This design comes from an exercise in tuning for small area on the open sky130 flow, not from production work.
Function was checked by simulation only, so behaviour that the tests miss may differ from the original.
No driver is modelled on the clock port, so clocking that relies on it looks cheaper here than on a real chip.
No activity file was given, so power comes from the tool's default toggle rates.

### config.mk
export PLATFORM = sky130hd
export DESIGN_NAME = project2
export DESIGN_NICKNAME = project2
export VERILOG_FILES = /design/flow/design.v
export SDC_FILE = /design/flow/constraint.sdc
export NUM_CORES = 4
export LEC_CHECK = 0
export CAP_MARGIN = 20
export CORE_MARGIN = 2
export CORE_UTILIZATION = 70
export PLACE_DENSITY = 0.8
export SLEW_MARGIN = 20
### constraint.sdc
create_clock -name core_clock -period 12.0 [get_ports {clk}]
set_input_delay 2.4000 -clock core_clock [delete_from_list [all_inputs] [get_ports {clk}]]
set_output_delay 2.4000 -clock core_clock [all_outputs]
set_load 0.01 [all_outputs]
### design.v
module project2(dip,btn,clk,rst,anodes,cathodes,leds);
input [4:0] dip;
input [3:0] btn;
input clk;
input rst;
output [3:0] anodes;
output [6:0] cathodes;
output [7:0] leds;
localparam [12:0] P_C1 = 13'd0;
reg [12:0] s_c1;
wire [12:0] c1 = s_c1 ^ P_C1;
wire [12:0] c1_d;
localparam [6:0] P_C2 = 7'd0;
reg [6:0] s_c2;
wire [6:0] c2 = s_c2 ^ P_C2;
wire [6:0] c2_d;
localparam [0:0] P_SC1 = 1'd0;
reg [0:0] s_sc1;
wire [0:0] sc1 = s_sc1 ^ P_SC1;
wire [0:0] sc1_d;
localparam [0:0] P_SC2 = 1'd0;
reg [0:0] s_sc2;
wire [0:0] sc2 = s_sc2 ^ P_SC2;
wire [0:0] sc2_d;
localparam [0:0] P_UNL = 1'd0;
reg [0:0] s_unl;
wire [0:0] unl = s_unl ^ P_UNL;
wire [0:0] unl_d;
localparam [0:0] P_PAU = 1'd0;
reg [0:0] s_pau;
wire [0:0] pau = s_pau ^ P_PAU;
wire [0:0] pau_d;
localparam [1:0] P_SEG = 2'd0;
reg [1:0] s_seg;
wire [1:0] seg = s_seg ^ P_SEG;
wire [1:0] seg_d;
localparam [3:0] P_R0 = 4'd0;
reg [3:0] s_r0;
wire [3:0] r0 = s_r0 ^ P_R0;
wire [3:0] r0_d;
localparam [3:0] P_R1 = 4'd0;
reg [3:0] s_r1;
wire [3:0] r1 = s_r1 ^ P_R1;
wire [3:0] r1_d;
localparam [3:0] P_R2 = 4'd0;
reg [3:0] s_r2;
wire [3:0] r2 = s_r2 ^ P_R2;
wire [3:0] r2_d;
localparam [1:0] P_R3 = 2'd0;
reg [1:0] s_r3;
wire [1:0] r3 = s_r3 ^ P_R3;
wire [1:0] r3_d;
localparam [0:0] P_DEAD = 1'd0;
reg [0:0] s_dead;
wire [0:0] dead = s_dead ^ P_DEAD;
wire [0:0] dead_d;
localparam [3:0] P_FLAG = 4'd0;
reg [3:0] s_flag;
wire [3:0] flag = s_flag ^ P_FLAG;
wire [3:0] flag_d;
localparam [4:0] P_REM = 5'd0;
reg [4:0] s_rem;
wire [4:0] rem = s_rem ^ P_REM;
wire [4:0] rem_d;
localparam [12:0] P_T = 13'd0;
reg [12:0] s_t;
wire [12:0] t = s_t ^ P_T;
wire [12:0] t_d;
localparam [0:0] P_LED = 1'd0;
reg [0:0] s_led;
wire [0:0] led = s_led ^ P_LED;
wire [0:0] led_d;
localparam [1:0] P_DM = 2'd0;
reg [1:0] s_dm;
wire [1:0] dm = s_dm ^ P_DM;
wire [1:0] dm_d;
localparam [1:0] P_DS = 2'd0;
reg [1:0] s_ds;
wire [1:0] ds = s_ds ^ P_DS;
wire [1:0] ds_d;
always @(posedge clk) begin
	s_c1 <= c1_d ^ P_C1;
	s_c2 <= c2_d ^ P_C2;
	s_sc1 <= sc1_d ^ P_SC1;
	s_sc2 <= sc2_d ^ P_SC2;
	s_unl <= unl_d ^ P_UNL;
	s_pau <= pau_d ^ P_PAU;
	s_seg <= seg_d ^ P_SEG;
	s_r0 <= r0_d ^ P_R0;
	s_r1 <= r1_d ^ P_R1;
	s_r2 <= r2_d ^ P_R2;
	s_r3 <= r3_d ^ P_R3;
	s_dead <= dead_d ^ P_DEAD;
	s_flag <= flag_d ^ P_FLAG;
	s_rem <= rem_d ^ P_REM;
	s_t <= t_d ^ P_T;
	s_led <= led_d ^ P_LED;
	s_dm <= dm_d ^ P_DM;
	s_ds <= ds_d ^ P_DS;
end
wire w1 = ((c1 & 13'b1111011111111) == (13'd3083 & 13'b1111011111111));
wire w2 = ((c2 & 7'b1011110) == (7'd116 & 7'b1011110));
wire tick1 = w1 & ~sc1;   
wire tick2 = w2 & ~sc2;   
wire clr1 = rst | w1;
wire clr2 = rst | w2;
assign c1_d = ~({13{clr1}} | {c1[11:0], ~(c1[12] ^ c1[7] ^ c1[6])});
assign c2_d = ~({7{clr2}} | {c2[5:0], c2[6] ^ c2[0]});
assign sc1_d = ~rst & (sc1 ^ w1);
assign sc2_d = ~rst & (sc2 ^ w2);
wire loc = ~unl & ~pau;
wire [1:0] segn = seg + 2'd1;
wire texp = t[12] & t[9] & t[8] & t[7] & t[3] & t[0];    
wire pexp = t[11] & t[8] & t[7] & t[6] & t[2] & t[0];    
wire valid = (dip[3:0] == 4'b0001) | (dip[3:0] == 4'b0010) |
             (dip[3:0] == 4'b0100) | (dip[3:0] == 4'b1000);
wire [3:0] nw = valid ? (btn & ~flag) : 4'd0;
wire [2:0] np = nw[0] + nw[1] + nw[2] + nw[3];
wire [5:0] remd = {1'b0, rem} - {3'b000, np};
wire over = remd[5];
wire [3:0] rsel = ({4{dip[0]}} & r0) | ({4{dip[1]}} & r1) |
                  ({4{dip[2]}} & r2) | ({4{dip[3]}} & {2'b00, r3});
wire [4:0] diff = {1'b0, rsel} - {1'b0, nw};
wire deadn = dead | diff[4];
wire unlock = ~deadn & (diff[3:0] == 4'd0) &
              (dip[0] | (r0 == 4'd0)) & (dip[1] | (r1 == 4'd0)) &
              (dip[2] | (r2 == 4'd0)) & (dip[3] | (r3 == 2'd0));
wire fpn = (t != 13'd0) | (nw != 4'd0);
wire lt = tick2 & loc;
wire lstay = lt & ~texp & ~over & ~unlock;
wire uu = tick2 & unl;
wire pt = tick2 & pau;
wire clrd = rst | ~loc;
wire upd = tick2 & valid;
assign r0_d = clrd ? 4'd9 : (upd & dip[0]) ? diff[3:0] : r0;
assign r1_d = clrd ? 4'd8 : (upd & dip[1]) ? diff[3:0] : r1;
assign r2_d = clrd ? 4'd8 : (upd & dip[2]) ? diff[3:0] : r2;
assign r3_d = clrd ? 2'd3 : (upd & dip[3]) ? diff[1:0] : r3;
assign dead_d = clrd ? 1'b0 : upd ? deadn : dead;
assign flag_d = clrd ? 4'd0 : upd ? btn : flag;
assign rem_d = clrd ? 5'd20 : upd ? remd[4:0] : rem;
assign unl_d = ~rst & ((unl & ~(uu & dip[4])) | (lt & ~texp & ~over & unlock));
assign pau_d = ~rst & ((pau & ~(pt & pexp)) | (lt & (texp | over)));
assign seg_d = rst ? 2'd0 : tick2 ? segn : seg;
assign t_d = rst ? 13'd0 :
             lt ? ((texp | over | unlock) ? 13'd0 : fpn ? t + 13'd1 : t) :
             pt ? (pexp ? 13'd0 : t + 13'd1) : t;
assign led_d = rst ? 1'b0 : tick1 ? (unl & ~led) : led;
assign dm_d = rst ? 2'd0 : lstay ? 2'd0 : (uu & ~dip[4]) ? 2'd1 : pt ? 2'd2 : dm;
assign ds_d = rst ? 2'd0 : (lstay | (uu & ~dip[4]) | pt) ? segn : ds;
wire [10:0] dl = (ds == 2'd0) ? {4'b1111, 7'b1111111} :   
                 (ds == 2'd1) ? {4'b1101, 7'b1000110} :   
                 (ds == 2'd2) ? {4'b1011, 7'b1000000} :   
                                {4'b0111, 7'b1000111};    
wire [10:0] du = (ds == 2'd0) ? {4'b1110, 7'b1000110} :   
                 (ds == 2'd1) ? {4'b1101, 7'b1000111} :   
                 (ds == 2'd2) ? {4'b1011, 7'b0101011} :   
                                {4'b0111, 7'b1000001};    
wire [10:0] dp = (ds == 2'd0) ? {4'b1110, 7'b0010010} :   
                 (ds == 2'd1) ? {4'b1101, 7'b1000001} :   
                 (ds == 2'd2) ? {4'b1011, 7'b0001000} :   
                                {4'b0111, 7'b0001100};    
wire [10:0] disp = dm[1] ? dp : dm[0] ? du : dl;
assign anodes = disp[10:7];
assign cathodes = disp[6:0];
assign leds = {8{led}};
endmodule
### flow/run.sh
#!/bin/bash
# Own layout flow: the standard ORFS flow (standard.sh) with
#  - the logic between the registers mapped by area-oriented ABC scripts
#    (flow/area*.abc, the smallest result kept, flow/own_abc.tcl) and no
#    separate full/half-adder cell mapping; the registers come out of the
#    standard synthesis unchanged;
#  - minimum-size buffers on the input and output ports;
#  - a clock tree of clkbuf_4 cells without dummy balancing loads, with any
#    leaf that drives its flip-flops too slowly made a clkbuf_8
#    (flow/post_cts.tcl).
# The ORFS logs stay under orfs/logs; make's own output goes to flow_make.log.
set -euo pipefail
here=$(pwd)
flowdir=$here/flow
export OWN_ABC_SCRIPTS="$(ls "$flowdir"/area*.abc | tr '\n' ' ')"
export OWN_LOG_DIR="$here"
cat > "$here/own_synth.tcl" <<EOT
source $flowdir/own_abc.tcl
source $here/synth_recipe.tcl
EOT
sed "s#SYNTH_SCRIPT=[^ ]*#SYNTH_SCRIPT=$here/own_synth.tcl#" standard.sh > own_standard.sh
bash own_standard.sh ADDER_MAP_FILE= \
  "BUFFER_PORTS_ARGS=-buffer_cell sky130_fd_sc_hd__buf_1" \
  "CTS_ARGS=-sink_clustering_enable -repair_clock_nets -dont_use_dummy_load -buf_list {sky130_fd_sc_hd__clkbuf_4}" \
  "POST_CTS_TCL=$flowdir/post_cts.tcl" \
  finish > flow_make.log 2>&1
### flow/area0.abc
strash
&get -n
&deepsyn -T 60 -S 0
&put
dc2
dch -f
amap
topo
### flow/area1.abc
strash
&get -n
&deepsyn -T 60 -S 1
&put
dc2
dch -f
amap
topo
### flow/area2.abc
strash
&get -n
&deepsyn -T 60 -S 2
&put
dc2
dch -f
amap
topo
### flow/area3.abc
strash
&get -n
&deepsyn -T 60 -S 3
&put
dc2
dch -f
amap
topo
### flow/area4.abc
strash
&get -n
&deepsyn -T 60 -S 4
&put
dc2
dch -f
amap
topo
### flow/area5.abc
strash
&get -n
&deepsyn -T 60 -S 5
&put
dc2
dch -f
amap
topo
### flow/own_abc.tcl
# Loaded before synth_recipe.tcl: replaces Yosys's abc command so that the
# logic between the registers (which synthesis has already mapped) is mapped
# by each of the area-oriented ABC scripts in OWN_ABC_SCRIPTS, keeping the
# result with the smallest cell area.
proc abc {args} {
  set rest {}
  set skip 0
  foreach a $args {
    if {$skip} { set skip 0; continue }
    if {$a eq "-script" || $a eq "-D"} { set skip 1; continue }
    lappend rest $a
  }
  set lib [lindex $args [expr {[lsearch $args -liberty] + 1}]]
  yosys design -save own_abc_in
  set best_area 1e18
  set best ""
  set k 0
  foreach s $::env(OWN_ABC_SCRIPTS) {
    yosys design -load own_abc_in
    yosys abc -script $s {*}$rest
    set f $::env(OWN_LOG_DIR)/own_abc_stat_$k.txt
    yosys tee -q -o $f stat -liberty $lib
    set fh [open $f r]; set txt [read $fh]; close $fh
    if {[regexp {Chip area for module[^:]*:\s*([0-9.]+)} $txt -> a]} {
      puts "own abc: $s area $a"
      if {$a < $best_area} {
        set best_area $a
        set best $s
        yosys design -save own_abc_best
      }
    }
    incr k
  }
  yosys design -load own_abc_best
  puts "own abc: kept $best area $best_area"
}
### flow/post_cts.tcl
# POST_CTS_TCL hook: clkbuf_4 leaves of the clock tree that drive their
# flip-flops too slowly become clkbuf_8.
source [file dirname [info script]]/upsize_clk.tcl
own_upsize_clock_buffers 0.095
### flow/upsize_clk.tcl
# Upsize any clock tree buffer whose flip-flop clock pins see a slew above
# OWN_CLK_SLEW (ns, placement parasitics) to clkbuf_8, then re-legalize.
proc own_upsize_clock_buffers { limit } {
  set_propagated_clock [all_clocks]
  estimate_parasitics -placement
  set worst [dict create]
  foreach p [get_pins -hierarchical */CLK] {
    set s [get_property $p slew_max]
    set net [get_nets -of_objects $p]
    foreach d [get_pins -of_objects $net -filter "direction == output"] {
      set inst [get_cells -of_objects $d]
      set n [get_full_name $inst]
      if {![dict exists $worst $n] || [dict get $worst $n] < $s} { dict set worst $n $s }
    }
  }
  set changed 0
  dict for {n s} $worst {
    set inst [get_cells $n]
    set m [get_property $inst ref_name]
    puts "clock driver $n ($m): worst clock pin slew $s"
    if {$s > $limit && $m eq "sky130_fd_sc_hd__clkbuf_4"} {
      replace_cell $inst sky130_fd_sc_hd__clkbuf_8
      puts "  upsized to clkbuf_8"
      incr changed
    }
  }
  if {$changed} { detailed_placement }
  estimate_parasitics -placement
}
### standard.sh
#!/bin/bash
# synth_recipe.tcl (not shown) runs the flow's synth.tcl, then flattens the netlist and writes it again
# the make line also repeats each setting of config.mk as NAME=value (left out here)
make -C /OpenROAD-flow-scripts/flow DESIGN_CONFIG=/design/flow/config.mk WORK_HOME=/design/flow/orfs CLKGATE_MAP_FILE= SYNTH_SCRIPT=/design/flow/synth_recipe.tcl "${@:-finish}"
==> metrics.yaml, run 1 <==
timing:
  fin_hold_ws_ns: 0.390
  slew_violations: 0
  tightest_slew_ns: 0.705
  fin_crit_sh_pct: 52.5
  rsz0062_at_grt: "no"
  layout_min_cycle_time_ns: 6.31
  slew_headroom_pct: 53.0
  setup_viol: 0
  finalHoldViolCount: 0
  tns_ns: 0
  max_freq_mhz: 159
  clock_skew_ns: 0.0171
finish:
  post-route-util_pct: 79.2
  drive_gt1_share_pct: 2.93
  num-nets-final: 388
  area_growth_syn_to_layout_pct: 7.14
  fin_cells: 423
  diodes: 0
yosys:
  synth_xor_area_share_pct: 0.316
  yosys_warnings: 1
  synth_top_area_share_pct: 49.2
  syn-num-nets: 354
  ys.flop_type: "dfxtp_1"
  yosys.area.top_type: "dfxtp_1"
  synth.area.mux_share_pct: 0
  synth_edf_count: 0
  synth-adder-area-share_pct: 0
  yosys.area_share.simple_pct: 22.8
  async_reset_ff_share_pct: 0
  netlist_area_um2: 2770
  avgSynthCellArea_um2: 8.07
  ys_seq_area_share_pct: 49.2
  synth.distinct_cells: 32
  syn-instance-count: 343
  ys_seq_elements: 68
  synth_top_family_by_area: "simple AND/OR/NAND/NOR gates"
  synth_compound_area_share_pct: 20.6
  synthTopCellsByArea: "dfxtp_1 (49%), nor2_1 (10%), clkinv_1 (5.0%)"
placed_design:
  hpwlAfterDp_mm: 4.42
  io_buffer_count: 29
  place_congestion: 0.881
  placed_cells: 414
drt:
  drc: 0
  routed_wl_mm: 6.15
  drt-pass1-iter-count: 5
  routed_via_density: 5.99
  drtIter0Drc: 217
  vias: 2533
  drt.antenna.violating_nets: 0
  wl_per_cell_um: 14.5
clocking:
  clkLatencyLatePin_ns: 0.41
  cts.clk_slew.worst_paths_ns: 0.09
  cts_tree: "done"
  cts_sinks: 68
global_routing:
  overflow: 0
  antenna_found_initial: 0
  grt_usage_pct: 30.6
  first_global_vias: 2302
  grt_pass1_wl_mm: 10.1
  grt_max_degree: 17
setup_path:
  crit_required_ns: 12.29
  critPathArrivalTime_ns: 6.60
  critical_path_class: "input port to flip-flop"
  crit_path_end_kind: "flip-flop"
  startpoint_type: "input port"
  crit_fanout: 8
outcome:
  status: "no timing/DRC/antenna violations"
floorplan:
  core_um2: 3740
  initial_core_util_pct: 74.0
  die_h_um: 66.9
  ios: 30
  dieWidth_um: 66.9
  die-area_um2: 4470
  fp-row-count: 22
power:
  p_clk_share_pct: 28.9
  power_density_nw_per_um2: 126
  p_comb_share_pct: 8.4
  leakage_nw: 1.04
  swShare_pct: 25.4
  p_switching_w: 0.0000951
  pwr-share-seq_pct: 62.7
  p_int_w: 0.000279
  ir_drop_uv: 105
flow_run:
  drv_cap: 0
min_path:
  hp-class: "flip-flop to flip-flop"
-- flip-flops by register name, summed over array words and instances (netlist names) --
| name | flops |
|---|---|
| s_seg | 2 |
| s_ds | 2 |
| s_unl | 1 |
| s_r0 | 4 |
| s_t | 13 |
| s_c2 | 7 |
| s_sc2 | 1 |
| s_r3 | 2 |
| s_pau | 1 |
| s_r2 | 4 |
| s_dm | 2 |
| s_led | 1 |
| s_r1 | 4 |
| s_rem | 5 |
| s_dead | 1 |
| s_c1 | 13 |
| s_sc1 | 1 |
| s_flag | 4 |
-- metrics by stage --
step	area (um2)	power (W)	setup slack [ns]
final	2970	0.000375	5.69
after detailed placement	2890	0.000270	5.43
after global placement	2890	0.000269	5.83
after floorplan	2770	0.000260	6.31
after global routing	2970	0.000390	5.16
-- Yosys cell counts (all sizes together), types with 3 or more instances --
library cell   n
nor2          75
dfxtp         68
clkinv        37
nand2         26
a21oi         20
nor3          15
o22ai         15
o21ai         13
a211oi        12
buf            8
and2           5
nand4          5
nor3b          5
o22a           5
a31oi          4
a32o           4
nor4           4
a222oi         3
and3           3
-- final timing paths --
| kind | start | endpoint | slack, ns | cells after the start |
|---|---|---|---|---|
| setup / recovery | dip[1] | s_t[12] | 5.69 | 25 |
| hold reg to reg | s_c1[8] | s_c1[9] | 0.39 | 1 |
| setup reg to reg | s_flag[1] | s_t[12] | 8.09 | 21 |
| hold / removal | s_c1[8] | s_c1[9] | 0.39 | 1 |
-- routing by layer --
metal	global-route usage [%]	wire (um)	up-vias
met2	49.8	2980	80
met1	35.8	2640	1162
met5	0	0	-
met3	10.3	351	21
met4	15.3	181	0
li1	-	-	1270
-- layout make-up --
| type | count | area [um2] |
|---|---|---|
| fill | 274 | 777 |
| sequential | 68 | 1360 |
| clock buffer | 9 | 73.8 |
| tap | 48 | 60.1 |
| inverter | 37 | 139 |
| timing repair buffer | 31 | 124 |
| multi-input combinational | 230 | 1210 |
-- power by group through the flow --
stage | sequential, W | combinational (W) | clock, W
final | 0.000235 | 0.0000315 | 0.000108
after global routing | 0.000235 | 0.0000351 | 0.000119
after detailed placement | 0.000240 | 0.0000304 | 0
after global placement | 0.000240 | 0.0000292 | 0
after floorplan | 0.000239 | 0.0000206 | 0
-- worst max-delay path: stages --
cell and delay [ns]:
buf_1 0.25, nor2_1 0.10, a21oi_1 0.12, o22ai_1 0.19, nor3b_1 0.55, nor2_1 0.15, a21oi_1 0.19, nand2_1 0.08
o21ai_0 0.11, nor2_1 0.11, nand2_1 0.09, a31oi_1 0.12, nor2_1 0.18, and2_0 0.24, and2_0 0.21, and3_1 0.21
nand2_1 0.10, nor2_1 0.19, nand2_1 0.11, nor2_1 0.17, and2_0 0.21, nand2_1 0.10, nor2_1 0.18, xnor2_1 0.15
nor2_1 0.05
-- layout by cell type (no fill, tap or decap), types with 2 or more instances in the layout --
master	netlist	routed
a31oi_1	4	4
a41oi_1	2	2
o22ai_1	15	15
o21ai_0	13	13
nand2_1	26	26
a211oi_1	12	12
clkinv_1	37	37
nand3_1	2	2
a222oi_1	3	3
and2_0	5	5
and3_1	3	3
o22a_1	5	5
clkbuf_4	0	8
nor3b_1	5	5
o21a_1	2	2
buf_1	0	29
nand4_1	5	5
nor4_1	4	4
dfxtp_1	68	68
a32o_1	4	4
nor2_1	75	75
a21oi_1	20	20
nor3_1	15	15
buf_4	8	2
-- cells by family (layout without fill, tap and decap cells) --
logic type,after synthesis,count (layout)
simple gates,143,143
flops,68,68
compound gates,86,86
buf+inv,45,77
xor+xnor,1,1
==> run 2, diff against run 1 <==
==> design.v (replaced) <==
module project2(dip,btn,clk,rst,anodes,cathodes,leds);
input [4:0] dip;
input [3:0] btn;
input clk;
input rst;
output [3:0] anodes;
output [6:0] cathodes;
output [7:0] leds;
reg [12:0] c1;     
reg [6:0] c2;      
reg sc1, sc2;      
reg unl, pau;      
reg [1:0] seg;     
reg [3:0] r0, r1, r2;   
reg [1:0] r3;
reg [3:0] flag;    
reg [4:0] rem;     
reg [12:0] t;      
reg led;           
reg [1:0] dm;      
reg [1:0] ds;      
wire [12:0] c1_d, t_d;
wire [6:0] c2_d;
wire sc1_d, sc2_d, unl_d, pau_d, led_d;
wire [1:0] seg_d, r3_d, dm_d, ds_d;
wire [3:0] r0_d, r1_d, r2_d, flag_d;
wire [4:0] rem_d;
always @(posedge clk) begin
	c1 <= c1_d;
	c2 <= c2_d;
	sc1 <= sc1_d;
	sc2 <= sc2_d;
	unl <= unl_d;
	pau <= pau_d;
	seg <= seg_d;
	r0 <= r0_d;
	r1 <= r1_d;
	r2 <= r2_d;
	r3 <= r3_d;
	flag <= flag_d;
	rem <= rem_d;
	t <= t_d;
	led <= led_d;
	dm <= dm_d;
	ds <= ds_d;
end
wire w1 = ((c1 & 13'b1111011111111) == (13'd3083 & 13'b1111011111111));
wire w2 = ((c2 & 7'b1011110) == (7'd116 & 7'b1011110));
wire tick1 = w1 & ~sc1;   
wire tick2 = w2 & ~sc2;   
wire clr1 = rst | w1;
wire clr2 = rst | w2;
assign c1_d = ~({13{clr1}} | {c1[11:0], ~(c1[12] ^ c1[7] ^ c1[6])});
assign c2_d = ~({7{clr2}} | {c2[5:0], c2[6] ^ c2[0]});
assign sc1_d = ~rst & (sc1 ^ w1);
assign sc2_d = ~rst & (sc2 ^ w2);
wire loc = ~unl & ~pau;
wire [1:0] segn = seg + 2'd1;
wire texp = ((t & 13'b1101111011101) == (13'd2528 & 13'b1101111011101));
wire pexp = ((t & 13'b0001101111111) == (13'd3764 & 13'b0001101111111));
wire [12:0] tstep = ~{t[11:0], t[12] ^ t[5]};
wire valid = (dip[3:0] == 4'b0001) | (dip[3:0] == 4'b0010) |
             (dip[3:0] == 4'b0100) | (dip[3:0] == 4'b1000);
wire [3:0] nw = valid ? (btn & ~flag) : 4'd0;
wire [2:0] np = nw[0] + nw[1] + nw[2] + nw[3];
wire [5:0] remd = {1'b0, rem} - {3'b000, np};
wire over = remd[5];
wire [3:0] rsel = ({4{dip[0]}} & r0) | ({4{dip[1]}} & r1) |
                  ({4{dip[2]}} & r2) | ({4{dip[3]}} & {2'b00, r3});
wire [4:0] diff = {1'b0, rsel} - {1'b0, nw};
wire dead = r0[3] & (r0[2] | r0[1]);
wire deadn = dead | diff[4];
wire unlock = ~deadn & (diff[3:0] == 4'd0) &
              (dip[0] | (r0 == 4'd0)) & (dip[1] | (r1 == 4'd0)) &
              (dip[2] | (r2 == 4'd0)) & (dip[3] | (r3 == 2'd0));
wire fpn = (t != 13'd0) | (nw != 4'd0);
wire lt = tick2 & loc;
wire lstay = lt & ~texp & ~over & ~unlock;
wire uu = tick2 & unl;
wire pt = tick2 & pau;
wire clrd = rst | ~loc;
wire upd = tick2 & valid;
assign r0_d = clrd ? 4'd9 : (upd & deadn) ? 4'd15 : (upd & dip[0]) ? diff[3:0] : r0;
assign r1_d = clrd ? 4'd8 : (upd & dip[1]) ? diff[3:0] : r1;
assign r2_d = clrd ? 4'd8 : (upd & dip[2]) ? diff[3:0] : r2;
assign r3_d = clrd ? 2'd3 : (upd & dip[3]) ? diff[1:0] : r3;
assign flag_d = clrd ? 4'd0 : upd ? btn : flag;
assign rem_d = clrd ? 5'd20 : upd ? remd[4:0] : rem;
assign unl_d = ~rst & ((unl & ~(uu & dip[4])) | (lt & ~texp & ~over & unlock));
assign pau_d = ~rst & ((pau & ~(pt & pexp)) | (lt & (texp | over)));
assign seg_d = rst ? 2'd0 : tick2 ? segn : seg;
assign t_d = rst ? 13'd0 :
             lt ? ((texp | over | unlock) ? 13'd0 : fpn ? tstep : t) :
             pt ? (pexp ? 13'd0 : tstep) : t;
assign led_d = rst ? 1'b0 : tick1 ? (unl & ~led) : led;
assign dm_d = rst ? 2'd0 : lstay ? 2'd0 : (uu & ~dip[4]) ? 2'd1 : pt ? 2'd2 : dm;
assign ds_d = rst ? 2'd0 : (lstay | (uu & ~dip[4]) | pt) ? segn : ds;
wire [10:0] dl = (ds == 2'd0) ? {4'b1111, 7'b1111111} :   
                 (ds == 2'd1) ? {4'b1101, 7'b1000110} :   
                 (ds == 2'd2) ? {4'b1011, 7'b1000000} :   
                                {4'b0111, 7'b1000111};    
wire [10:0] du = (ds == 2'd0) ? {4'b1110, 7'b1000110} :   
                 (ds == 2'd1) ? {4'b1101, 7'b1000111} :   
                 (ds == 2'd2) ? {4'b1011, 7'b0101011} :   
                                {4'b0111, 7'b1000001};    
wire [10:0] dp = (ds == 2'd0) ? {4'b1110, 7'b0010010} :   
                 (ds == 2'd1) ? {4'b1101, 7'b1000001} :   
                 (ds == 2'd2) ? {4'b1011, 7'b0001000} :   
                                {4'b0111, 7'b0001100};    
wire [10:0] disp = dm[1] ? dp : dm[0] ? du : dl;
assign anodes = disp[10:7];
assign cathodes = disp[6:0];
assign leds = {8{led}};
endmodule
==> flow/area6.abc (new file) <==
strash
&get -n
&deepsyn -T 60
&dch -f
&nf -a -R 1000
&put
topo
==> flow/area7.abc (new file) <==
strash
&get -n
&deepsyn -T 60
&put
dc2
dch -f
amap
mfs -a -W 4
strash
dch -f
amap
topo
--- a/flow/upsize_clk.tcl
+++ b/flow/upsize_clk.tcl
@@ -1,4 +1,4 @@
 # Upsize any clock tree buffer whose flip-flop clock pins see a slew above
-# OWN_CLK_SLEW (ns, placement parasitics) to clkbuf_8, then re-legalize.
+# limit (ns, with placement parasitics) to clkbuf_8, then re-legalize.
 proc own_upsize_clock_buffers { limit } {
   set_propagated_clock [all_clocks]
==> run 2 against run 1 <==
Net effect: combinational power up 8.6%; largest power group unchanged; maximum frequency grew 11%; routed wire length down 0.81%; utilization up 0.12 points; non-clock buffer count down 1; synthesized cell count up 2.9%; highest routed layer unchanged; global-route usage is 0.28 points higher; worst setup slack better by 0.64 ns; synthesized area down 0.59%; register-to-register slack better by 0.47 ns; sequential cell count is 1 lower; clock-buffer cell count stayed put.
==> metrics.yaml, run 2 <==
outcome:
  status: "no timing/DRC/antenna violations"  # unchanged
yosys:
  avgSynthCellArea_um2: 7.80  # was 8.07 um2
  syn-instance-count: 353  # was 343
  netlist_area_um2: 2750  # was 2770 um2
  ys_seq_area_share_pct: 48.7  # was 49.2%
  yosys_warnings: 1  # unchanged
  synth_edf_count: 0  # unchanged
  synth_commonest_cells: "nor2_1 (74), dfxtp_1 (67), clkinv_1 (52)"  # was nor2_1 (75), dfxtp_1 (68), clkinv_1 (37)
  ys_seq_elements: 67  # was 68
  synth.distinct_cells: 32  # unchanged
  synthTopCellsByArea: "dfxtp_1 (49%), nor2_1 (10%), clkinv_1 (7.1%)"  # was dfxtp_1 (49%), nor2_1 (10%), clkinv_1 (5.0%)
  synth_most_common_cell: "nor2_1"  # unchanged
  syn-num-nets: 364  # was 354
  synth_top_area_share_pct: 48.7  # was 49.2%
  async_reset_ff_share_pct: 0  # unchanged
  ys.flop_type: "dfxtp_1"  # unchanged
  yosys.area.top_type: "dfxtp_1"  # unchanged
setup_path:
  startpoint: "dip[0]"  # was dip[1]
  crit_required_ns: 12.32  # was 12.29 ns
  reg2reg_slack_ns: 8.56  # was 8.09 ns
  crit_fanout: 9  # was 8
  crit_chain: "buf_1 > nor2_1 > o21ai_0 > nor2_1 > nand2_1 > o21ai_0 > o21ai_0 > nor2_1 > a21oi_1 > nand2_1 > o21ai_0 > nor2_1 > a21oi_1 > a31oi_1 > or2_0 > a211oi_1 > nor2_1 > a21oi_1"
  cp-endpoint: "ds[1]"  # was s_t[12]
  r2r_cells: 16  # was 21
  critical_path_class: "input port to flip-flop"  # unchanged
  startpoint_type: "input port"  # unchanged
  crit_path_end_kind: "flip-flop"  # unchanged
  slowest_delay_ns: 0.52  # was 0.55 ns
  crit_path_frequent_cell: "nor2_1"  # unchanged
  cpMaxStageDelayCell: "o21ai_0"  # was nor3b_1
  r2r_end: "ds[1]"  # was s_t[12]
  critPathArrivalTime_ns: 5.99  # was 6.60 ns
  r2r-start: "r0[1]"  # was s_flag[1]
clocking:
  cts_sinks: 67  # was 68
  cts_tree: "done"  # unchanged
  clkLatencyLatePin_ns: 0.41  # about the same
  cts.clk_slew.worst_paths_ns: 0.07  # was 0.09 ns
placed_design:
  hpwlAfterDp_mm: 4.46  # was 4.42 mm
  place_congestion: 0.982  # was 0.881
  io_buffer_count: 29  # unchanged
global_routing:
  busiest_layer: "met2"  # unchanged
  grt_use_met3_pct: 6.08  # was 10.3%
  grt_pass1_wl_mm: 10.4  # was 10.1 mm
  antenna_found_initial: 0  # unchanged
  grt_max_degree: 17  # unchanged
  met1_usage_pct: 37.2  # was 35.8%
  overflow: 0  # unchanged
  grt_util_met2_pct: 53.8  # was 49.8%
  first_global_vias: 2423  # was 2302
  grt_usage_pct: 30.9  # was 30.6%
timing:
  tightest_slew_ns: 0.693  # was 0.705 ns
  slew_headroom_pct: 53.8  # was 53.0%
  fin_crit_sh_pct: 47.2  # was 52.5%
  setup_viol: 0  # unchanged
  finalHoldViolCount: 0  # unchanged
  layout_min_cycle_time_ns: 5.67  # was 6.31 ns
  slew_violations: 0  # unchanged
  max_freq_mhz: 176  # was 159 MHz
  tns_ns: 0  # unchanged
  clock_skew_ns: 0.0309  # was 0.0171 ns
  rsz0062_at_grt: "no"  # unchanged
drt:
  vias: 2553  # was 2533
  drt.antenna.violating_nets: 0  # unchanged
  wl_per_cell_um: 14.1  # was 14.5 um
  drtIter0Drc: 305  # was 217
  routed_via_density: 5.91  # was 5.99
  drt-pass1-iter-count: 5  # unchanged
  drc: 0  # unchanged
  routed_wl_mm: 6.10  # was 6.15 mm
floorplan:
  fp-row-count: 22  # unchanged
  dieWidth_um: 66.7  # was 66.9 um
  core_um2: 3720  # was 3740 um2
  initial_core_util_pct: 74.1  # was 74.0%
  die-area_um2: 4450  # was 4470 um2
  ios: 30  # unchanged
  die_h_um: 66.7  # was 66.9 um
power:
  p_switching_w: 0.0000951  # about the same
  swShare_pct: 25.3  # was 25.4%
  ir_drop_uv: 95.2  # was 105 uV
  p_comb_share_pct: 9.1  # was 8.4%
  leakage_nw: 1.06  # was 1.04 nW
  pwr-share-seq_pct: 61.8  # was 62.7%
  p_clk_share_pct: 29.1  # was 28.9%
  p_int_w: 0.000281  # was 0.000279 W
  power_density_nw_per_um2: 128  # was 126 nW/um2
finish:
  mostFrequentLayoutCell: "nor2_1"  # unchanged
  reg_top3: "c1 x13, t x13, c2 x7"  # was s_c1 x13, s_t x13, s_c2 x7
  area_growth_syn_to_layout_pct: 7.14  # about the same
  mostFrequentLayoutCells: "nor2_1 (74), dfxtp_1 (67), clkinv_1 (52)"  # was nor2_1 (75), dfxtp_1 (68), clkinv_1 (37)
  post-route-util_pct: 79.4  # was 79.2%
  num-nets-final: 397  # was 388
  fill_cells: 288  # was 274
  diodes: 0  # unchanged
  drive_gt1_share_pct: 2.60  # was 2.93%
min_path:
  hold_path_startpoint: "c1[8]"  # was s_c1[8]
  hp-class: "flip-flop to flip-flop"  # unchanged
flow_run:
  drv_cap: 0  # unchanged
## run 2: cell types whose count changed after synthesis, sizes merged, moves of 4 or more
| cell | before | now |
|---|---|---|
| a211oi | 12 | 8 |
| a21oi | 20 | 25 |
| and2 | 5 | 1 |
| clkinv | 37 | 52 |
| nor3 | 15 | 8 |
| nor3b | 5 | 0 |
| o21ai | 13 | 18 |
| o22a | 5 | 0 |
| o22ai | 15 | 25 |
## run 2: power groups by stage
stage | registers, W | clock network [W] | logic (W)
after floorplan | 0.000237 | 0 | 0.0000230
after global routing | 0.000233 | 0.000118 | 0.0000387
after global placement | 0.000238 | 0 | 0.0000321
after detailed placement | 0.000238 | 0 | 0.0000335
final | 0.000233 | 0.000109 | 0.0000342
## run 2: worst min-delay path by stage
| stage | cells after the start | endpoint | slack (ns) |
|---|---|---|---|
| 6_report | 1 | c1[9] | 0.39 |
| 2_1_floorplan | 1 | c1[9] | 0.37 |
| 3_3_place_gp | 1 | c2[6] | 0.37 |
| 3_5_place_dp | 1 | c1[9] | 0.38 |
| 5_1_grt | 1 | c2[6] | 0.41 |
## run 2: critical path: cells and delay by family
family                 cells  cell delay [ns]
AND/OR/NAND/NOR            8             1.01
buffers and inverters      1             0.30
AO/OA/AOI/OAI              9             2.28
## run 2: logic make-up (layout without fill, tap and decap cells)
kind of cell	Yosys count	count (layout)	share of synthesized area [%]
buffers and inverters	60	91	9.27
AND/OR/NAND/NOR	130	130	20.3
AO/OA/AOI/OAI	96	96	21.7
flip-flops	67	67	48.7
## run 2: layout make-up
class                           instances  area (um2)  area share, %
Timing Repair Buffer                   30         116           3.95
Sequential cell                        67        1340           45.5
Multi-Input combinational cell        226        1160           39.2
Tap cell                               48        60.1           2.04
Clock buffer                            9        80.1           2.72
Inverter                               52         195           6.62
## run 2: metrics by stage
stage | instances | instance area [um2] | total power (W) | hold slack, ns | setup WS, ns
final | 432 | 2950 | 0.000376 | 0.387 | 6.33
after global routing | 432 | 2950 | 0.000390 | 0.406 | 5.92
after detailed placement | 423 | 2870 | 0.000271 | 0.383 | 6.02
after global placement | 423 | 2870 | 0.000270 | 0.369 | 6.29
after floorplan | 353 | 2750 | 0.000260 | 0.368 | 6.92
## run 2: routing by layer
layer  share of wire [%]  up-vias
met1                  43     1162
met3                 6.5        9
li1                    -     1285
met5                   0        -
met4                 1.1        0
met2                  49       97
==> run 3, diff against run 2 <==
==> flow/run.sh (replaced) <==
#!/bin/bash
# Own layout flow: the standard ORFS flow (standard.sh) with
#  - the logic between the registers mapped by area-oriented ABC scripts
#    (flow/area*.abc): four synthesis runs in parallel, each trying its share
#    of the scripts and keeping its smallest result (flow/own_abc.tcl); the
#    smallest of the four goes on to the layout. No separate full/half-adder
#    cell mapping. The registers come out of the standard synthesis unchanged;
#  - minimum-size buffers on the input and output ports;
#  - a clock tree of clkbuf_4 cells without dummy balancing loads, with any
#    leaf that drives its flip-flops too slowly made a clkbuf_8
#    (flow/post_cts.tcl).
# The ORFS logs stay under orfs/logs (and orfs_N/logs for the synthesis
# runs); make's own output goes to synth_N.log and flow_make.log.
set -euo pipefail
here=$(pwd)
flowdir=$here/flow
cat > "$here/own_synth.tcl" <<EOT
source $flowdir/own_abc.tcl
source $here/synth_recipe.tcl
EOT
sed "s#SYNTH_SCRIPT=[^ ]*#SYNTH_SCRIPT=$here/own_synth.tcl#" standard.sh > own_standard.sh
args=(ADDER_MAP_FILE=
  "BUFFER_PORTS_ARGS=-buffer_cell sky130_fd_sc_hd__buf_1"
  "CTS_ARGS=-sink_clustering_enable -repair_clock_nets -dont_use_dummy_load -buf_list {sky130_fd_sc_hd__clkbuf_4}"
  "POST_CTS_TCL=$flowdir/post_cts.tcl")
scripts=("$flowdir"/area*.abc)
pids=()
for k in 0 1 2 3; do
  mine=""
  for i in "${!scripts[@]}"; do
    if (( i % 4 == k )); then mine="$mine ${scripts[$i]}"; fi
  done
  mkdir -p "$here/synth_$k"
  sed "s#WORK_HOME=[^ ]*#WORK_HOME=$here/orfs_$k#" own_standard.sh > "own_standard_$k.sh"
  OWN_ABC_SCRIPTS="$mine" OWN_LOG_DIR="$here/synth_$k" \
    bash "own_standard_$k.sh" "${args[@]}" synth > "synth_$k.log" 2>&1 &
  pids+=($!)
done
for p in "${pids[@]}"; do wait "$p" || true; done
best=""; best_area=""
for k in 0 1 2 3; do
  f="$here/orfs_$k/reports/sky130hd/project2/base/synth_stat.txt"
  [[ -f $f ]] || continue
  a=$(sed -n 's/.*Chip area for module[^:]*: *\([0-9.]*\).*/\1/p' "$f" | head -1)
  echo "synthesis run $k: area $a"
  if [[ -z $best ]] || awk -v a="$a" -v b="$best_area" 'BEGIN{exit !(a < b)}'; then
    best=$k; best_area=$a
  fi
done
echo "using synthesis run $best (area $best_area)"
if [[ -n $best ]]; then
  mkdir -p orfs
  cp -a "orfs_$best"/. orfs/
fi
export OWN_ABC_SCRIPTS="${scripts[*]}"
export OWN_LOG_DIR="$here"
bash own_standard.sh "${args[@]}" finish > flow_make.log 2>&1
==> flow/area10.abc (new file) <==
strash
&get -n
&deepsyn -T 60 -S 10
&put
dc2
dch -f
amap
topo
==> flow/area11.abc (new file) <==
strash
&get -n
&deepsyn -T 60 -S 11
&put
dc2
dch -f
amap
topo
==> flow/area12.abc (new file) <==
strash
&get -n
&deepsyn -T 60 -S 2
&dch -f
&nf -a -R 1000
&put
topo
==> flow/area13.abc (new file) <==
strash
&get -n
&deepsyn -T 60 -S 2
&put
dc2
dch -f
amap
mfs -a -W 4
strash
dch -f
amap
topo
==> flow/area6.abc (replaced) <==
strash
&get -n
&deepsyn -T 60 -S 6
&put
dc2
dch -f
amap
topo
==> flow/area7.abc (replaced) <==
strash
&get -n
&deepsyn -T 60 -S 7
&put
dc2
dch -f
amap
topo
==> flow/area8.abc (new file) <==
strash
&get -n
&deepsyn -T 60 -S 8
&put
dc2
dch -f
amap
topo
==> flow/area9.abc (new file) <==
strash
&get -n
&deepsyn -T 60 -S 9
&put
dc2
dch -f
amap
topo
==> run 3 against run 2 <==
Net effect: maximum frequency did not move; global-route usage did not move; synthesized area did not move; highest routed layer unchanged.
==> metrics.yaml, run 3 <==
outcome:
  status: "no timing/DRC/antenna violations"  # unchanged
yosys:
  synth_commonest_cells: "nor2_1 (74), dfxtp_1 (67), clkinv_1 (52)"  # unchanged
  synth_most_common_cell: "nor2_1"  # unchanged
  ys_seq_area_share_pct: 48.7  # unchanged
  synth_top_area_share_pct: 48.7  # unchanged
  netlist_area_um2: 2750  # unchanged
  synth.distinct_cells: 32  # unchanged
  yosys_warnings: 1  # unchanged
  syn-instance-count: 353  # unchanged
  ys.flop_type: "dfxtp_1"  # unchanged
  yosys.area.top_type: "dfxtp_1"  # unchanged
  ys_seq_elements: 67  # unchanged
  avgSynthCellArea_um2: 7.80  # unchanged
  synthTopCellsByArea: "dfxtp_1 (49%), nor2_1 (10%), clkinv_1 (7.1%)"  # unchanged
  synth_edf_count: 0  # unchanged
  syn-num-nets: 364  # unchanged
  async_reset_ff_share_pct: 0  # unchanged
drt:
  drt-pass1-iter-count: 5  # unchanged
  drc: 0  # unchanged
  drt.antenna.violating_nets: 0  # unchanged
  drtIter0Drc: 305  # unchanged
  vias: 2553  # unchanged
  routed_via_density: 5.91  # unchanged
  wl_per_cell_um: 14.1  # unchanged
  routed_wl_mm: 6.10  # unchanged
clocking:
  cts_tree: "done"  # unchanged
  clkLatencyLatePin_ns: 0.41  # about the same
  cts_sinks: 67  # unchanged
  cts.clk_slew.worst_paths_ns: 0.07  # about the same
power:
  pwr-share-seq_pct: 61.8  # about the same
  p_int_w: 0.000281  # unchanged
  power_density_nw_per_um2: 128  # unchanged
  leakage_nw: 1.06  # unchanged
  ir_drop_uv: 95.2  # unchanged
  p_clk_share_pct: 29.1  # about the same
  p_comb_share_pct: 9.1  # about the same
  swShare_pct: 25.3  # unchanged
  p_switching_w: 0.0000951  # unchanged
timing:
  fin_crit_sh_pct: 47.2  # unchanged
  slew_violations: 0  # unchanged
  worst_slack_ns: 6.33  # unchanged
  setup_viol: 0  # unchanged
  rsz0062_at_grt: "no"  # unchanged
  layout_min_cycle_time_ns: 5.67  # unchanged
  tns_ns: 0  # unchanged
  slew_headroom_pct: 53.8  # unchanged
  clock_skew_ns: 0.0309  # unchanged
  fin_hold_ws_ns: 0.387  # unchanged
  finalHoldViolCount: 0  # unchanged
  max_freq_mhz: 176  # unchanged
  tightest_slew_ns: 0.693  # unchanged
global_routing:
  overflow: 0  # unchanged
  antenna_found_initial: 0  # unchanged
  grt_usage_pct: 30.9  # unchanged
  grt_max_degree: 17  # unchanged
  first_global_vias: 2423  # unchanged
  grt_pass1_wl_mm: 10.4  # unchanged
setup_path:
  crit_fanout: 9  # unchanged
  crit_path_end_kind: "flip-flop"  # unchanged
  crit_required_ns: 12.32  # about the same
  startpoint_type: "input port"  # unchanged
  critical_path_class: "input port to flip-flop"  # unchanged
  critPathArrivalTime_ns: 5.99  # about the same
floorplan:
  ios: 30  # unchanged
  die-area_um2: 4450  # unchanged
  dieWidth_um: 66.7  # unchanged
  die_h_um: 66.7  # unchanged
  initial_core_util_pct: 74.1  # unchanged
  fp-row-count: 22  # unchanged
  core_um2: 3720  # unchanged
min_path:
  hp-class: "flip-flop to flip-flop"  # unchanged
finish:
  mostFrequentLayoutCell: "nor2_1"  # unchanged
  drive_gt1_share_pct: 2.60  # unchanged
  diodes: 0  # unchanged
  num-nets-final: 397  # unchanged
  area_growth_syn_to_layout_pct: 7.14  # unchanged
  post-route-util_pct: 79.4  # unchanged
  mostFrequentLayoutCells: "nor2_1 (74), dfxtp_1 (67), clkinv_1 (52)"  # unchanged
  reg_top3: "c1 x13, t x13, c2 x7"  # unchanged
flow_run:
  drv_cap: 0  # unchanged
placed_design:
  io_buffer_count: 29  # unchanged
  place_congestion: 0.982  # unchanged
  pre_cts_ws_ns: 6.02  # unchanged
  hpwlAfterDp_mm: 4.46  # unchanged
run 3: cell counts after synthesis:
Identical to the previous run, type by type.
run 3: layout make-up:
type                       instances  area [um2]
timing repair buffer              30         116
sequential                        67        1340
clock buffer                       9        80.1
fill                             288         767
inverter                          52         195
tap                               48        60.1
multi-input combinational        226        1160
run 3: through the flow:
step / cells / power [W] / area (um2)
floorplan: 353 / 0.000260 / 2750
global placement: 423 / 0.000270 / 2870
finish: 432 / 0.000376 / 2950
detailed placement: 423 / 0.000271 / 2870
global route: 432 / 0.000390 / 2950
run 3: path summary, 6_finish.rpt:
kind	from	slack (ns)	endpoint	depth (start not counted)
worst min register to register	c1[8]	0.39	c1[9]	1
worst max register to register	r0[1]	8.56	ds[1]	16
worst max-delay path	dip[0]	6.33	ds[1]	18
worst min-delay path	c1[8]	0.39	c1[9]	1
run 3: cells by family after synthesis:
logic type / Yosys count / synth area share, %
buf+inv: 60 / 9.27
flops: 67 / 48.7
simple gates: 130 / 20.3
compound gates: 96 / 21.7
run 3: power groups by stage:
stage / logic [W] / clock network, W / registers [W]
after floorplan: 0.0000230 / 0 / 0.000237
after global placement: 0.0000321 / 0 / 0.000238
after detailed placement: 0.0000335 / 0 / 0.000238
after global routing: 0.0000387 / 0.000118 / 0.000233
final: 0.0000342 / 0.000109 / 0.000233
run 3: per-layer routing:
| layer | GRT usage [%] | share of wire [%] | vias to the layer above |
|---|---|---|---|
| li1 | - | - | 1285 |
| met1 | 37.2 | 43 | 1162 |
| met2 | 53.8 | 49 | 97 |
| met3 | 6.08 | 6.5 | 9 |
| met4 | 12.2 | 1.1 | 0 |
| met5 | 0 | 0 | - |
run 3: worst max-delay path, cell delays in order:
cell and delay, ns:
buf_1 0.30, nor2_1 0.11, o21ai_0 0.52, nor2_1 0.11, nand2_1 0.09, o21ai_0 0.16, o21ai_0 0.30, nor2_1 0.09
a21oi_1 0.17, nand2_1 0.10, o21ai_0 0.12, nor2_1 0.11, a21oi_1 0.28, a31oi_1 0.16, or2_0 0.30, a211oi_1 0.46
nor2_1 0.10, a21oi_1 0.11
==> run 4, diff against run 3 <==
--- a/design.v
+++ b/design.v
@@ -14,5 +14,5 @@
 reg [3:0] r0, r1, r2;   
 reg [1:0] r3;
-reg [3:0] flag;    
+reg [3:0] rel;     
 reg [4:0] rem;     
 reg [12:0] t;      
@@ -24,5 +24,5 @@
 wire sc1_d, sc2_d, unl_d, pau_d, led_d;
 wire [1:0] seg_d, r3_d, dm_d, ds_d;
-wire [3:0] r0_d, r1_d, r2_d, flag_d;
+wire [3:0] r0_d, r1_d, r2_d, rel_d;
 wire [4:0] rem_d;
 always @(posedge clk) begin
@@ -38,5 +38,5 @@
 	r2 <= r2_d;
 	r3 <= r3_d;
-	flag <= flag_d;
+	rel <= rel_d;
 	rem <= rem_d;
 	t <= t_d;
@@ -57,10 +57,10 @@
 wire loc = ~unl & ~pau;
 wire [1:0] segn = seg + 2'd1;
-wire texp = ((t & 13'b1101111011101) == (13'd2528 & 13'b1101111011101));
-wire pexp = ((t & 13'b0001101111111) == (13'd3764 & 13'b0001101111111));
-wire [12:0] tstep = ~{t[11:0], t[12] ^ t[5]};
+wire texp = ((t & 13'b1110111111001) == (13'd2367 & 13'b1110111111001));
+wire pexp = ((t & 13'b0011101101111) == (13'd1824 & 13'b0011101101111));
+wire [12:0] tstep = {t[11:0], ~(t[12] ^ t[8])};
 wire valid = (dip[3:0] == 4'b0001) | (dip[3:0] == 4'b0010) |
              (dip[3:0] == 4'b0100) | (dip[3:0] == 4'b1000);
-wire [3:0] nw = valid ? (btn & ~flag) : 4'd0;
+wire [3:0] nw = valid ? (btn & rel) : 4'd0;
 wire [2:0] np = nw[0] + nw[1] + nw[2] + nw[3];
 wire [5:0] remd = {1'b0, rem} - {3'b000, np};
@@ -85,5 +85,5 @@
 assign r2_d = clrd ? 4'd8 : (upd & dip[2]) ? diff[3:0] : r2;
 assign r3_d = clrd ? 2'd3 : (upd & dip[3]) ? diff[1:0] : r3;
-assign flag_d = clrd ? 4'd0 : upd ? btn : flag;
+assign rel_d = clrd ? 4'b1111 : upd ? ~btn : rel;
 assign rem_d = clrd ? 5'd20 : upd ? remd[4:0] : rem;
 assign unl_d = ~rst & ((unl & ~(uu & dip[4])) | (lt & ~texp & ~over & unlock));
--- a/config.mk
+++ b/config.mk
@@ -8,5 +8,5 @@
 export CAP_MARGIN = 20
 export CORE_MARGIN = 2
-export CORE_UTILIZATION = 70
-export PLACE_DENSITY = 0.8
+export CORE_UTILIZATION = 85
+export PLACE_DENSITY = 0.9
 export SLEW_MARGIN = 20
==> run 4 against run 3 <==
Net effect: the flow now stops in 3_1_place_gp_skip_io; synthesized area fell by 0.59%; synthesized cell count down 0.85%.
==> metrics.yaml, run 4 <==
yosys:
  synth_top_area_share_pct: 49.0  # was 48.7%
  async_reset_ff_share_pct: 0  # unchanged
  yosys.area.top_type: "dfxtp_1"  # unchanged
  ys.flop_type: "dfxtp_1"  # unchanged
  avgSynthCellArea_um2: 7.82  # was 7.80 um2
  ys_seq_area_share_pct: 49.0  # was 48.7%
  synth_edf_count: 0  # unchanged
  synth_commonest_cells: "nor2_1 (75), dfxtp_1 (67), clkinv_1 (46)"  # was nor2_1 (74), dfxtp_1 (67), clkinv_1 (52)
  syn-num-nets: 361  # was 364
  synth.area.mux_share_pct: 0  # unchanged
  syn-instance-count: 350  # was 353
  ys_seq_elements: 67  # unchanged
  synth_top_family_by_area: "compound AO/OA/AOI/OAI gates"  # unchanged
  netlist_area_um2: 2740  # was 2750 um2
  synth_most_common_cell: "nor2_1"  # unchanged
  yosys.area_share.simple_pct: 20.9  # was 20.3%
  synthTopCellsByArea: "dfxtp_1 (49%), nor2_1 (10%), clkinv_1 (6.3%)"  # was dfxtp_1 (49%), nor2_1 (10%), clkinv_1 (7.1%)
  synth_xor_area_share_pct: 0  # unchanged
  yosys_warnings: 1  # unchanged
  synth_compound_area_share_pct: 21.6  # was 21.7%
  synth.distinct_cells: 30  # was 32
  synth-adder-area-share_pct: 0  # unchanged
floorplan:
  die_h_um: 60.7  # was 66.7 um
  fp-row-count: 20  # was 22
  initial_core_util_pct: 89.6  # was 74.1%
  dieWidth_um: 60.7  # was 66.7 um
outcome:
  stop_stage: "3_1_place_gp_skip_io"
  error: "[ERROR GPL-0301] Utilization 103.341 % exceeds 100%."
  status: "stopped before the end"  # was no timing/DRC/antenna violations
==> run 4: changes by cell type after synthesis, sizes merged, moves of 3 or more <==
| cell | change |
|---|---|
| a21oi | -7 |
| clkinv | -6 |
| nand2 | +10 |
| nand4 | +4 |
| nor3 | -6 |
| o21ai | +3 |
==> run 4: kinds of logic after synthesis <==
kind of cell	after synthesis
AND/OR/NAND/NOR	135
flip-flops	67
AO/OA/AOI/OAI	94
buffers and inverters	54
==> run 5, diff against run 4 <==
--- a/config.mk
+++ b/config.mk
@@ -8,5 +8,5 @@
 export CAP_MARGIN = 20
 export CORE_MARGIN = 2
-export CORE_UTILIZATION = 85
-export PLACE_DENSITY = 0.9
+export CORE_UTILIZATION = 70
+export PLACE_DENSITY = 0.8
 export SLEW_MARGIN = 20
==> run 5 against run 4 <==
Net effect: the run now finishes clean; synthesized area unchanged; synthesized cell count stayed put.
==> metrics.yaml, run 5 <==
floorplan:
  die_h_um: 66.5  # was 60.7 um
  dieWidth_um: 66.5  # was 60.7 um
  die-area_um2: 4420
  fp-row-count: 22  # was 20
  ios: 30
  core_um2: 3720
  initial_core_util_pct: 73.6  # was 89.6%
global_routing:
  busiest_layer: "met2"
  grt_use_met3_pct: 9.63
  grt_max_degree: 17
  grt_usage_pct: 28.0
  first_global_vias: 2132
  met1_usage_pct: 34.5
  antenna_found_initial: 0
  grt_util_met2_pct: 44.1
  grt_pass1_wl_mm: 9.18
  overflow: 0
setup_path:
  cp-endpoint: "t[0]"
  critical_path_class: "input port to flip-flop"
  r2r-start: "rel[2]"
  startpoint_type: "input port"
  reg2reg_slack_ns: 8.44
  r2r_end: "t[0]"
  crit_path_end_kind: "flip-flop"
  crit_required_ns: 12.22
  critPathArrivalTime_ns: 6.27
  crit_fanout: 13
  r2r_cells: 16
  startpoint: "dip[0]"
drt:
  drt-pass1-iter-count: 4
  drt.antenna.violating_nets: 0
  drc: 0
  routed_via_density: 5.60
  drtIter0Drc: 268
  vias: 2395
  routed_wl_mm: 5.51
  wl_per_cell_um: 12.9
clocking:
  cts_sinks: 67
  cts.clk_slew.worst_paths_ns: 0.08
  clkLatencyLatePin_ns: 0.40
  cts_tree: "done"
yosys:
  synthTopCellsByArea: "dfxtp_1 (49%), nor2_1 (10%), clkinv_1 (6.3%)"  # unchanged
  avgSynthCellArea_um2: 7.82  # unchanged
  ys.flop_type: "dfxtp_1"  # unchanged
  yosys_warnings: 1  # unchanged
  ys_seq_area_share_pct: 49.0  # unchanged
  yosys.area.top_type: "dfxtp_1"  # unchanged
  syn-num-nets: 361  # unchanged
  netlist_area_um2: 2740  # unchanged
  synth_most_common_cell: "nor2_1"  # unchanged
  synth_edf_count: 0  # unchanged
  async_reset_ff_share_pct: 0  # unchanged
  synth.distinct_cells: 30  # unchanged
  synth_commonest_cells: "nor2_1 (75), dfxtp_1 (67), clkinv_1 (46)"  # unchanged
  ys_seq_elements: 67  # unchanged
  synth_top_area_share_pct: 49.0  # unchanged
  syn-instance-count: 350  # unchanged
finish:
  mostFrequentLayoutCells: "nor2_1 (75), dfxtp_1 (67), clkinv_1 (46)"
  fin_cells: 428
  drive_gt1_share_pct: 2.37
  mostFrequentLayoutCell: "nor2_1"
  reg_top3: "c1 x13, t x13, c2 x7"
  diodes: 0
  area_growth_syn_to_layout_pct: 7.13
  num-nets-final: 393
min_path:
  hp-class: "flip-flop to flip-flop"
timing:
  layout_min_cycle_time_ns: 6.04
  tns_ns: 0
  tightest_slew_ns: 0.869
  slew_headroom_pct: 42.0
  rsz0062_at_grt: "no"
  max_freq_mhz: 165
  clock_skew_ns: 0.0233
  setup_viol: 0
  fin_crit_sh_pct: 50.4
  finalHoldViolCount: 0
  slew_violations: 0
power:
  power_density_nw_per_um2: 126
  ir_drop_uv: 124
  leakage_nw: 1.07
placed_design:
  placed_cells: 419
  hpwlAfterDp_mm: 4.11
  io_buffer_count: 29
  place_congestion: 0.964
flow_run:
  drv_cap: 0
outcome:
  status: "no timing/DRC/antenna violations"  # was stopped before the end
## run 5: cell counts after synthesis
Identical to the previous run, type by type.
## run 5: worst min path at each step
stage                     slack (ns)  start  depth (start not counted)     to
final                           0.39  c2[5]                          1  c2[6]
after detailed placement        0.38  c2[5]                          1  c2[6]
after global placement          0.37  c2[5]                          1  c2[6]
after floorplan                 0.37  c1[8]                          1  c1[9]
after global routing            0.40  c1[8]                          1  c1[9]
## run 5: power breakdown
group	leakage, nW	internal, W	switching, W
clock network	0.0492	0.0000452	0.0000655
logic	0.472	0.00000857	0.0000191
registers	0.547	0.000228	0.00000319
## run 5: per-layer routing
layer | wire (um) | up-vias
met1 | 2550 | 1041
met2 | 2570 | 65
met4 | 84 | 0
met5 | 0 | -
li1 | - | 1278
met3 | 306 | 11
## run 5: cell type report
cell class / count / area (um2)
Clock buffer: 9 / 86.3
Inverter: 46 / 173
Multi-Input combinational cell: 229 / 1160
Tap cell: 48 / 60.1
Fill cell: 279 / 785
Timing Repair Buffer: 29 / 109
Sequential cell: 67 / 1340
## run 5: stage by stage
step	util [%]	power, W	setup WS [ns]	cell area [um2]	hold WS, ns
after floorplan	-	0.000255	6.46	2740	0.368
after global placement	76.6	0.000263	5.86	2850	0.369
after detailed placement	76.6	0.000264	5.64	2850	0.376
after global routing	78.9	0.000386	5.63	2930	0.404
final	78.9	0.000370	5.96	2930	0.388
## run 5: cell families (layout without fill, tap and decap cells)
kind of cell	after synthesis	count (layout)	share of synthesized area, %
and+or+nand+nor	135	135	20.9
AOI/OAI and AO/OA	94	94	21.6
DFF	67	67	49.0
buffers and inverters	54	84	8.51
## run 5: critical path: stages
cell      delay (ns)
buf_1           0.19
clkinv_1        0.16
o21ai_0         0.19
nor2_1          0.06
a21oi_1         0.33
nor2_1          0.17
nor2_1          0.17
a31oi_1         0.07
o21ai_0         0.28
and2_0          0.19
o22ai_1         0.09
nand2_1         0.10
nand2_1         0.09
or4_1           0.53
o21ai_0         0.13
or4_1           0.16
a21oi_1         0.06
o21bai_1        0.71
o22ai_1         0.18
==> run 6, diff against run 5 <==
--- a/design.v
+++ b/design.v
@@ -74,5 +74,5 @@
               (dip[0] | (r0 == 4'd0)) & (dip[1] | (r1 == 4'd0)) &
               (dip[2] | (r2 == 4'd0)) & (dip[3] | (r3 == 2'd0));
-wire fpn = (t != 13'd0) | (nw != 4'd0);
+wire fpn = ~(rem[4] & rem[2]) | (nw != 4'd0);
 wire lt = tick2 & loc;
 wire lstay = lt & ~texp & ~over & ~unlock;
==> flow/post_cts.tcl (replaced) <==
# POST_CTS_TCL hook: clkbuf_4 leaves of the clock tree that drive their
# flip-flops too slowly become clkbuf_8.
source [file dirname [info script]]/upsize_clk.tcl
own_upsize_clock_buffers 0.11
==> run 6 against run 5 <==
Net effect: clock-buffer cell count did not move; non-clock buffer count rose by 1; critical path depth fell by 2; via count rose by 2.0%; maximum frequency rose by 3.1%; worst setup slack improved by 0.18 ns; combinational power rose by 17%; sequential cell count did not move; highest routed layer unchanged.
==> metrics.yaml, run 6 <==
floorplan:
  die_h_um: 66.4  # was 66.5 um
  initial_core_util_pct: 73.8  # was 73.6%
  ios: 30  # unchanged
  dieWidth_um: 66.4  # was 66.5 um
  core_um2: 3690  # was 3720 um2
  fp-row-count: 22  # unchanged
  die-area_um2: 4400  # was 4420 um2
global_routing:
  first_global_vias: 2134  # was 2132
  antenna_found_initial: 0  # unchanged
  grt_usage_pct: 28.4  # was 28.0%
  grt_max_degree: 14  # was 17
  overflow: 0  # unchanged
  grt_pass1_wl_mm: 9.43  # was 9.18 mm
yosys:
  synth_most_common_cell: "nor2_1"  # unchanged
  avgSynthCellArea_um2: 7.91  # was 7.82 um2
  synth_commonest_cells: "nor2_1 (81), dfxtp_1 (67), clkinv_1 (43)"  # was nor2_1 (75), dfxtp_1 (67), clkinv_1 (46)
  async_reset_ff_share_pct: 0  # unchanged
  ys_seq_elements: 67  # unchanged
  syn-instance-count: 344  # was 350
  synth.distinct_cells: 35  # was 30
  yosys.area.top_type: "dfxtp_1"  # unchanged
  netlist_area_um2: 2720  # was 2740 um2
  synthTopCellsByArea: "dfxtp_1 (49%), nor2_1 (11%), clkinv_1 (5.9%)"  # was dfxtp_1 (49%), nor2_1 (10%), clkinv_1 (6.3%)
  syn-num-nets: 355  # was 361
  ys.flop_type: "dfxtp_1"  # unchanged
  synth_top_area_share_pct: 49.3  # was 49.0%
  synth_edf_count: 0  # unchanged
  yosys_warnings: 1  # unchanged
  ys_seq_area_share_pct: 49.3  # was 49.0%
finish:
  fill_cells: 275  # was 279
  mostFrequentLayoutCell: "nor2_1"  # unchanged
  diodes: 0  # unchanged
  num-nets-final: 388  # was 393
  drive_gt1_share_pct: 2.67  # was 2.37%
  final_area_um2: 2910  # was 2930 um2
  post-route-util_pct: 78.8  # was 78.9%
  mostFrequentLayoutCells: "nor2_1 (81), dfxtp_1 (67), clkinv_1 (43)"  # was nor2_1 (75), dfxtp_1 (67), clkinv_1 (46)
  reg_top3: "c1 x13, t x13, c2 x7"  # unchanged
  fin_cells: 423  # was 428
  area_growth_syn_to_layout_pct: 6.76  # was 7.13%
timing:
  tightest_slew_ns: 0.635  # was 0.869 ns
  slew_headroom_pct: 57.1  # was 42.0%
  rsz0062_at_grt: "no"  # unchanged
  fin_crit_sh_pct: 48.8  # was 50.4%
  tns_ns: 0  # unchanged
  setup_viol: 0  # unchanged
  slew_violations: 0  # unchanged
  finalHoldViolCount: 0  # unchanged
  layout_min_cycle_time_ns: 5.86  # was 6.04 ns
  clock_skew_ns: 0.0254  # was 0.0233 ns
  max_freq_mhz: 171  # was 165 MHz
clocking:
  cts_sinks: 67  # unchanged
  cts.clk_slew.worst_paths_ns: 0.10  # was 0.08 ns
  clkLatencyLatePin_ns: 0.39  # was 0.40 ns
  cts_tree: "done"  # unchanged
placed_design:
  hpwlAfterDp_mm: 4.17  # was 4.11 mm
  io_buffer_count: 29  # unchanged
  place_congestion: 0.933  # was 0.964
  placed_cells: 414  # was 419
  dpl-instance-area_um2: 2840  # was 2850 um2
min_path:
  hp-class: "flip-flop to flip-flop"  # unchanged
  hold_path_startpoint: "c1[8]"  # was c2[5]
  hold_path_depth: 1  # unchanged
  min_to: "c1[9]"  # was c2[6]
power:
  p_switching_w: 0.0000881  # was 0.0000878 W
  p_int_w: 0.000274  # was 0.000282 W
  total_power_w: 0.000362  # was 0.000370 W
  ir_drop_uv: 120  # was 124 uV
  leakage_nw: 1.05  # was 1.07 nW
  swShare_pct: 24.3  # was 23.8%
  power_density_nw_per_um2: 125  # was 126 nW/um2
  p_comb_share_pct: 9.0  # was 7.5%
  p_clk_share_pct: 26.8  # was 30.0%
  pwr-share-seq_pct: 64.3  # was 62.5%
drt:
  vias: 2443  # was 2395
  routed_wl_mm: 5.49  # was 5.51 mm
  drt-pass1-iter-count: 5  # was 4
  drt.antenna.violating_nets: 0  # unchanged
  wl_per_cell_um: 13.0  # was 12.9 um
  drtIter0Drc: 174  # was 268
  routed_via_density: 5.78  # was 5.60
  drc: 0  # unchanged
setup_path:
  r2r_cells: 15  # was 16
  critical_path_class: "input port to flip-flop"  # unchanged
  reg2reg_slack_ns: 8.57  # was 8.44 ns
  crit_chain: "buf_1 > clkinv_1 > o21ai_0 > nor2_1 > a21oi_1 > nor2_1 > o21ai_0 > o21ai_0 > nor2_1 > nor2_1 > nand2_1 > o21ai_0 > o41ai_1 > or4_1 > o21ai_0 > or3_1 > o22ai_1"  # was buf_1 > clkinv_1 > o21ai_0 > nor2_1 > a21oi_1 > nor2_1 > nor2_1 > a31oi_1 > o21ai_0 > and2_0 > o22ai_1 > nand2_1 > nand2_1 > or4_1 > o21ai_0 > or4_1 > a21oi_1 > o21bai_1 > o22ai_1
  crit_fanout: 13  # unchanged
  r2r-start: "r2[1]"  # was rel[2]
  crit_path_end_kind: "flip-flop"  # unchanged
  slowest_delay_ns: 0.58  # was 0.71 ns
  crit_path_frequent_cell: "o21ai_0"
  crit_family: "compound AO/OA/AOI/OAI gates"  # unchanged
  r2r_end: "t[11]"  # was t[0]
  crit_required_ns: 12.29  # was 12.22 ns
  critPathArrivalTime_ns: 6.15  # was 6.27 ns
  startpoint_type: "input port"  # unchanged
  path_buf_inv: 2  # unchanged
  cpMaxStageDelayCell: "o41ai_1"  # was o21bai_1
  startpoint: "dip[2]"  # was dip[0]
flow_run:
  drv_cap: 0  # unchanged
outcome:
  status: "no timing/DRC/antenna violations"  # unchanged
[run 6: worst max-delay path by stage]
stage / end / slack (ns) / cells past startpoint
floorplan: t[0] / 6.73 / 16
global placement: t[0] / 6.14 / 16
detailed placement: t[1] / 5.86 / 17
global route: t[11] / 5.76 / 17
finish: t[11] / 6.14 / 17
[run 6: area by class of cell]
| cell class | count | area, um2 | area share, % |
|---|---|---|---|
| timing repair buffer | 30 | 116 | 4.01 |
| tap | 48 | 60.1 | 2.07 |
| sequential | 67 | 1340 | 46.2 |
| inverter | 43 | 161 | 5.56 |
| clock buffer | 9 | 67.6 | 2.33 |
| multi-input combinational | 226 | 1160 | 39.9 |
[run 6: routing by layer]
layer	track usage, %	up-vias	share of wire [%]
met5	0	-	0
met2	44.6	84	45
met4	13.5	0	1.6
li1	-	1269	-
met3	5.45	9	6.7
met1	37.6	1081	46
[run 6: cells by family (layout without fill, tap and decap cells)]
| logic type | count (synthesis) | in the layout | synth area share [%] |
|---|---|---|---|
| AND/OR/NAND/NOR | 138 | 138 | 21.5 |
| AO/OA/AOI/OAI | 88 | 88 | 21.1 |
| flip-flops | 67 | 67 | 49.3 |
| buffers and inverters | 51 | 82 | 8.14 |
[run 6: power groups by stage]
| stage | sequential [W] | combinational, W | clock (W) |
|---|---|---|---|
| after floorplan | 0.000237 | 0.0000222 | 0 |
| after detailed placement | 0.000238 | 0.0000322 | 0 |
| after global routing | 0.000233 | 0.0000368 | 0.000109 |
| final | 0.000233 | 0.0000325 | 0.0000968 |
| after global placement | 0.000237 | 0.0000310 | 0 |
[run 6: stage by stage]
stage,hold slack (ns),setup slack [ns]
after global placement,0.370,6.14
after global routing,0.412,5.76
after floorplan,0.368,6.73
final,0.389,6.14
after detailed placement,0.375,5.86
[run 6: worst register-to-register path, cell delays in order, from the launching register on]
cell      delay (ns)
dfxtp_1         0.31
clkinv_1        0.08
o22ai_1         0.08
a221oi_1        0.28
nand2_1         0.12
o21ai_0         0.16
o21ai_0         0.19
nor2_1          0.16
nor2_1          0.07
nand2_1         0.08
o21ai_0         0.19
o41ai_1         0.58
or4_1           0.21
o21ai_0         0.11
or3_1           0.53
o22ai_1         0.19

## re-timing with driven ports
The flow's constraints put no driver on any port. The routed layouts listed below were extracted and timed again, unchanged, in two steps.
Step 1 (the two cells are an assumption about what drives the block):
set clk [get_ports {clk}]
set_driving_cell -lib_cell sky130_fd_sc_hd__clkbuf_16 $clk
set_driving_cell -lib_cell sky130_fd_sc_hd__buf_2 [delete_from_list [all_inputs] $clk]
Step 2, shift: input delay + t, output delay - t, t = (earliest + latest rising clock arrival at the registers) / 2. This alone moves slack from input paths to output paths.
a / b / c = ideal / step 1 / step 2; a / b = the first two.
run	t (ns)	setup WS [ns]	worst setup path at the end	worst data-port slew with drivers (ns)
run 1	0.427	5.694 / 5.701 / 5.273	input to register	0.04
run 2	0.421	6.331 / 6.334 / 5.913	input to register	0.03
run 3	0.421	6.331 / 6.334 / 5.913	input to register	0.03
run 5	0.415	5.955 / 5.957 / 5.541	input to register	0.03
run 6	0.401	6.139 / 6.141 / 5.739	input to register	0.03
After both steps setup and hold are still met in every run listed. For run 1, which loses most, drivers alone change the setup slack by +0.007 ns; drivers and shift together by -0.421 ns.
